This design comes from an exercise in tuning for small area on the open sky130 flow, not from production work.
The RTL was checked by simulation tests, not by an equivalence proof against the original design.

north:
==> flow/design.v (excerpt) <==
module Processor(
    input wire clk,
    input wire rst,
    input wire [15:0] instruction,
    output reg [4:0] pc,
    output wire [31:0] result,
    output wire [31:0] data_1,
    output wire [31:0] data_2
);
Size in the first run: ~2200 cells after synthesis, ~520 flip-flops, roughly 120 I/O pins, roughly 32000 µm² of cells after synthesis.
clock: 25.0 ns
lec_check: 0
cap_margin: 20
core_margin: 2
core_utilization: 60
place_density: 0.75
slew_margin: 20
synth_hierarchical: 1
standard.sh (not shown) runs the stock make flow with config.mk's settings and CLKGATE_MAP_FILE= SYNTH_SCRIPT=/design/flow/synth_recipe.tcl, a recipe that flattens the netlist after the stock synthesis.
==> flow/flow/run.sh <==
#!/bin/bash
# The standard layout (standard.sh) with three changes:
#  - ports are buffered with buf_1 instead of the default port buffer,
#  - CTS builds its tree from clkbuf_8 with clusters of at most 14 sinks,
#  - CTS inserts no dummy loads.
# The whole make output goes to flow.log; ORFS keeps each step's log under orfs/logs.
set -euo pipefail
export BUFFER_PORTS_ARGS="-buffer_cell sky130_fd_sc_hd__buf_1"
export CTS_ARGS="-sink_clustering_enable -repair_clock_nets -dont_use_dummy_load -buf_list sky130_fd_sc_hd__clkbuf_8 -sink_clustering_size 14 -sink_clustering_max_diameter 60"
bash standard.sh > flow.log 2>&1
Inputs modified between north and south:
- CORE_UTILIZATION now 40, was 60
- PLACE_DENSITY no longer set, was 0.75
==> flow/flow/run.sh <==
#!/bin/bash
# The standard layout (standard.sh) with these changes after synthesis:
#  - ports are buffered with buf_1 instead of the default port buffer,
#  - CTS builds its tree from clkbuf_8 with clusters of at most 16 sinks and
#    inserts no dummy loads.
# Synthesis is the standard synthesis, unchanged. Make output goes to
# synth.log and layout.log; ORFS keeps each step's own log under orfs/logs.
set -euo pipefail
bash standard.sh synth > synth.log 2>&1
export BUFFER_PORTS_ARGS="-buffer_cell sky130_fd_sc_hd__buf_1"
export CTS_ARGS="-sink_clustering_enable -repair_clock_nets -dont_use_dummy_load -buf_list sky130_fd_sc_hd__clkbuf_8 -sink_clustering_size 16 -sink_clustering_max_diameter 70"
bash standard.sh > layout.log 2>&1
==> comparison <==
From north to south, count of final setup violators did not move at all. Sort south and north by total of clock buffers placed in the layout desc -> top: north. For the fraction of area in registers, south came in 0.41 points lower than north did. Taking north as the reference point, the final area of south rises by about 0.9%. Between north and south, met2 wire length increased. [compare] base=north new=south: met1 layer usage reported by global route saw a decrease, number of tap instances now larger.
For east, these inputs were changed with respect to south:
diff --git a/flow/flow/run.sh b/flow/flow/run.sh
--- a/flow/flow/run.sh
+++ b/flow/flow/run.sh
@@ -5 +5,2 @@
-#    inserts no dummy loads.
+#    inserts no dummy loads,
+#  - the resizer may not use the large buf_4..buf_16 buffers (it uses buf_1/buf_2).
@@ -11,0 +13 @@
+export DONT_USE_CELLS="sky130_fd_sc_hd__buf_4 sky130_fd_sc_hd__buf_6 sky130_fd_sc_hd__buf_8 sky130_fd_sc_hd__buf_12 sky130_fd_sc_hd__buf_16"
Findings:
east -> south: post-synthesis cell count delta 0, exact match
Diff south..east | final worst setup slack | negligible
Comparing south against east, there is no change at all in number of setup violations in the final report.
Per the comparison of east with south, cell count saw little to no change; number of global-route vias before repair saw little to no change; non-clock buffer total of the final layout saw little to no change.
Diff south..east | shortest period the worst path allows | unchanged
Here is what was changed in the inputs of west compared with east.
==> flow/flow/run.sh <==
#!/bin/bash
# The standard layout (standard.sh) with three changes:
#  - ports are buffered with buf_1 instead of the default port buffer,
#  - CTS builds its tree from clkbuf_8 with clusters of at most 14 sinks,
#  - CTS inserts no dummy loads.
# The whole make output goes to flow.log; ORFS keeps each step's log under orfs/logs.
set -euo pipefail
export BUFFER_PORTS_ARGS="-buffer_cell sky130_fd_sc_hd__buf_1"
export CTS_ARGS="-sink_clustering_enable -repair_clock_nets -dont_use_dummy_load -buf_list sky130_fd_sc_hd__clkbuf_8 -sink_clustering_size 14 -sink_clustering_max_diameter 60"
bash standard.sh > flow.log 2>&1
## What came out
Clock-buffer cell count in west is 13% above east.
Between west and east, the xor-xnor portion of the synthesized cell area does not differ in any meaningful way.
Any difference in global-route wire length before repair between east and west is small enough to ignore.
First-iteration DRC count (west vs. east) decreases by a few percent
Compared east against west; global-route usage within noise.
west and east ended up with roughly the same routed wire length.

Processor, a different RTL version from the one above (not shown whole).
Size: roughly 2200 cells after synthesis, about 520 flip-flops, roughly 120 I/O pins, ~0.032 mm2 of cells after synthesis.
Settings: LEC_CHECK=0, CAP_MARGIN=20, CORE_MARGIN=2, CORE_UTILIZATION=40, SLEW_MARGIN=20, SYNTH_HIERARCHICAL=1; clock period 25.0 ns.
==> flow/flow/run.sh <==
#!/bin/bash
# The standard layout (standard.sh) with three changes:
#  - ports are buffered with buf_1 instead of the default port buffer,
#  - CTS builds its tree from clkbuf_8 with clusters of at most 14 sinks,
#  - CTS inserts no dummy loads.
# The whole make output goes to flow.log; ORFS keeps each step's log under orfs/logs.
set -euo pipefail
export BUFFER_PORTS_ARGS="-buffer_cell sky130_fd_sc_hd__buf_1"
export CTS_ARGS="-sink_clustering_enable -repair_clock_nets -dont_use_dummy_load -buf_list sky130_fd_sc_hd__clkbuf_8 -sink_clustering_size 14 -sink_clustering_max_diameter 60"
bash standard.sh > flow.log 2>&1
The starting point finished clean.
Then changed:
- CAP_MARGIN: 20 -> 0
- SLEW_MARGIN: 20 -> 0
Effect:
- The new run passed the timing, DRC and antenna checks
- cell count hardly moves
- utilization hardly moves
- global-route usage stays flat
- synthesized cell count does not change
- synthesized area does not change

Processor, a different RTL version from the one above (not shown whole).
Size: roughly 2200 cells after synthesis, about 520 flip-flops, about 120 I/O pins, about 0.031 mm² of cells after synthesis.
==> flow/config.mk <==
export PLATFORM = sky130hd
export DESIGN_NAME = Processor
export DESIGN_NICKNAME = Processor
export VERILOG_FILES = /design/flow/design.v
export SDC_FILE = /design/flow/constraint.sdc
export NUM_CORES = 4
export LEC_CHECK = 0
export CAP_MARGIN = 20
export CORE_MARGIN = 2
export CORE_UTILIZATION = 40
export SLEW_MARGIN = 20
export SYNTH_HIERARCHICAL = 1
==> flow/constraint.sdc <==
create_clock -name core_clock -period 25.0 [get_ports {clk}]
set_input_delay 5.0000 -clock core_clock [delete_from_list [all_inputs] [get_ports {clk}]]
set_output_delay 5.0000 -clock core_clock [all_outputs]
set_load 0.01 [all_outputs]
==> flow/flow/run.sh <==
#!/bin/bash
# The standard layout (standard.sh) with these changes after synthesis:
#  - ports are buffered with buf_1 instead of the default port buffer,
#  - CTS builds its tree from clkbuf_8 with clusters of at most 14 sinks and
#    inserts no dummy loads.
# Synthesis is the standard synthesis, unchanged. Make output goes to
# synth.log and layout.log; ORFS keeps each step's own log under orfs/logs.
set -euo pipefail
bash standard.sh synth > synth.log 2>&1
export BUFFER_PORTS_ARGS="-buffer_cell sky130_fd_sc_hd__buf_1"
export CTS_ARGS="-sink_clustering_enable -repair_clock_nets -dont_use_dummy_load -buf_list sky130_fd_sc_hd__clkbuf_8 -sink_clustering_size 14 -sink_clustering_max_diameter 60"
bash standard.sh > layout.log 2>&1
Next try:
--- a/flow/flow/run.sh
+++ b/flow/flow/run.sh
@@ -4 +4 @@
-#  - CTS builds its tree from clkbuf_8 with clusters of at most 14 sinks and
+#  - CTS builds its tree from clkbuf_8 with clusters of at most 16 sinks and
@@ -11 +11 @@
-export CTS_ARGS="-sink_clustering_enable -repair_clock_nets -dont_use_dummy_load -buf_list sky130_fd_sc_hd__clkbuf_8 -sink_clustering_size 14 -sink_clustering_max_diameter 60"
+export CTS_ARGS="-sink_clustering_enable -repair_clock_nets -dont_use_dummy_load -buf_list sky130_fd_sc_hd__clkbuf_8 -sink_clustering_size 16 -sink_clustering_max_diameter 70"
=>
- The new run ran to the end with no violations
- non-clock buffer count does not change
- register-to-register slack gets worse by 0.06 ns
- die area stays the same
- setup slack gets worse by 0.062 ns

Setup of oak:
Another version of the RTL of Processor (not shown whole).
For scale: roughly 2,200 cells after synthesis, about 120 I/O pins.
clock: 25.0 ns
lec_check: 0
cap_margin: 20
core_margin: 2
core_utilization: 40
slew_margin: 20
synth_hierarchical: 1
==> flow/flow/run.sh <==
#!/bin/bash
# The standard layout (standard.sh) with these changes after synthesis:
#  - ports are buffered with buf_1 instead of the default port buffer,
#  - CTS builds its tree from clkbuf_8 with clusters of at most 14 sinks and
#    inserts no dummy loads.
# Synthesis is the standard synthesis, unchanged. Make output goes to
# synth.log and layout.log; ORFS keeps each step's own log under orfs/logs.
set -euo pipefail
bash standard.sh synth > synth.log 2>&1
export BUFFER_PORTS_ARGS="-buffer_cell sky130_fd_sc_hd__buf_1"
export CTS_ARGS="-sink_clustering_enable -repair_clock_nets -dont_use_dummy_load -buf_list sky130_fd_sc_hd__clkbuf_8 -sink_clustering_size 14 -sink_clustering_max_diameter 60"
bash standard.sh > layout.log 2>&1
Input-level comparison between pine and oak:
==> flow/flow/run.sh <==
#!/bin/bash
# The standard layout (standard.sh) with these changes after synthesis:
#  - ports are buffered with buf_1 instead of the default port buffer,
#  - CTS builds its tree from clkbuf_8 with clusters of at most 16 sinks and
#    inserts no dummy loads.
# Synthesis is the standard synthesis, unchanged. Make output goes to
# synth.log and layout.log; ORFS keeps each step's own log under orfs/logs.
set -euo pipefail
bash standard.sh synth > synth.log 2>&1
export BUFFER_PORTS_ARGS="-buffer_cell sky130_fd_sc_hd__buf_1"
export CTS_ARGS="-sink_clustering_enable -repair_clock_nets -dont_use_dummy_load -buf_list sky130_fd_sc_hd__clkbuf_8 -sink_clustering_size 16 -sink_clustering_max_diameter 70"
bash standard.sh > layout.log 2>&1
--- outcome ---
As far as global route total overflow goes, pine and oak are indistinguishable; the numbers are identical.
Final non-filler cell area: oak vs pine — no meaningful difference
As far as top-level port count goes, pine and oak are indistinguishable; the numbers are identical.
Comparing oak and pine, the lower total via count after detailed routing is on oak.

port drivers added, routing unchanged:
The flow's constraints put no driver on any port. The routed layouts listed below were extracted and timed again, unchanged, in two steps. Step 1, drivers: a clkbuf_16 drives clk and a buf_2 each remaining input, both assumed. Step 2 times the ports against the registers' clock, not the clock port: input delays grow and output delays shrink by t, the midpoint of the rising clock arrivals with the driver on. a / b / c = no drivers / after step 1 / after step 2; a / b = the first two.
run	t, ns	setup WS [ns]	hold slack, ns	worst data-port slew with drivers (ns)
north	0.642	1.798 / 1.770 / 1.770	0.474 / 0.474 / 0.474	0.03
south	0.637	1.765 / 1.728 / 1.728	0.479 / 0.479 / 0.479	0.04
east	0.637	1.765 / 1.728 / 1.728	0.479 / 0.479 / 0.479	0.04
west	0.639	1.749 / 1.712 / 1.712	0.478 / 0.478 / 0.478	0.04
the first run of note 2	0.629	1.470 / 1.410 / 1.410	0.479 / 0.479 / 0.479	0.05
the second run of note 2	0.621	1.543 / 1.487 / 1.487	0.471 / 0.471 / 0.471	0.05
the first run of note 3	0.639	1.628 / 1.583 / 1.583	0.473 / 0.473 / 0.473	0.06
the second run of note 3	0.621	1.566 / 1.523 / 1.523	0.478 / 0.478 / 0.478	0.05
oak	0.637	1.506 / 1.472 / 1.473	0.473 / 0.473 / 0.473	0.04
pine	0.641	1.585 / 1.556 / 1.556	0.476 / 0.476 / 0.476	0.05
After both steps setup and hold are still met in every run listed. For the first run of note 2, which loses most, drivers alone change the setup slack by -0.060 ns; drivers and shift together by -0.060 ns.
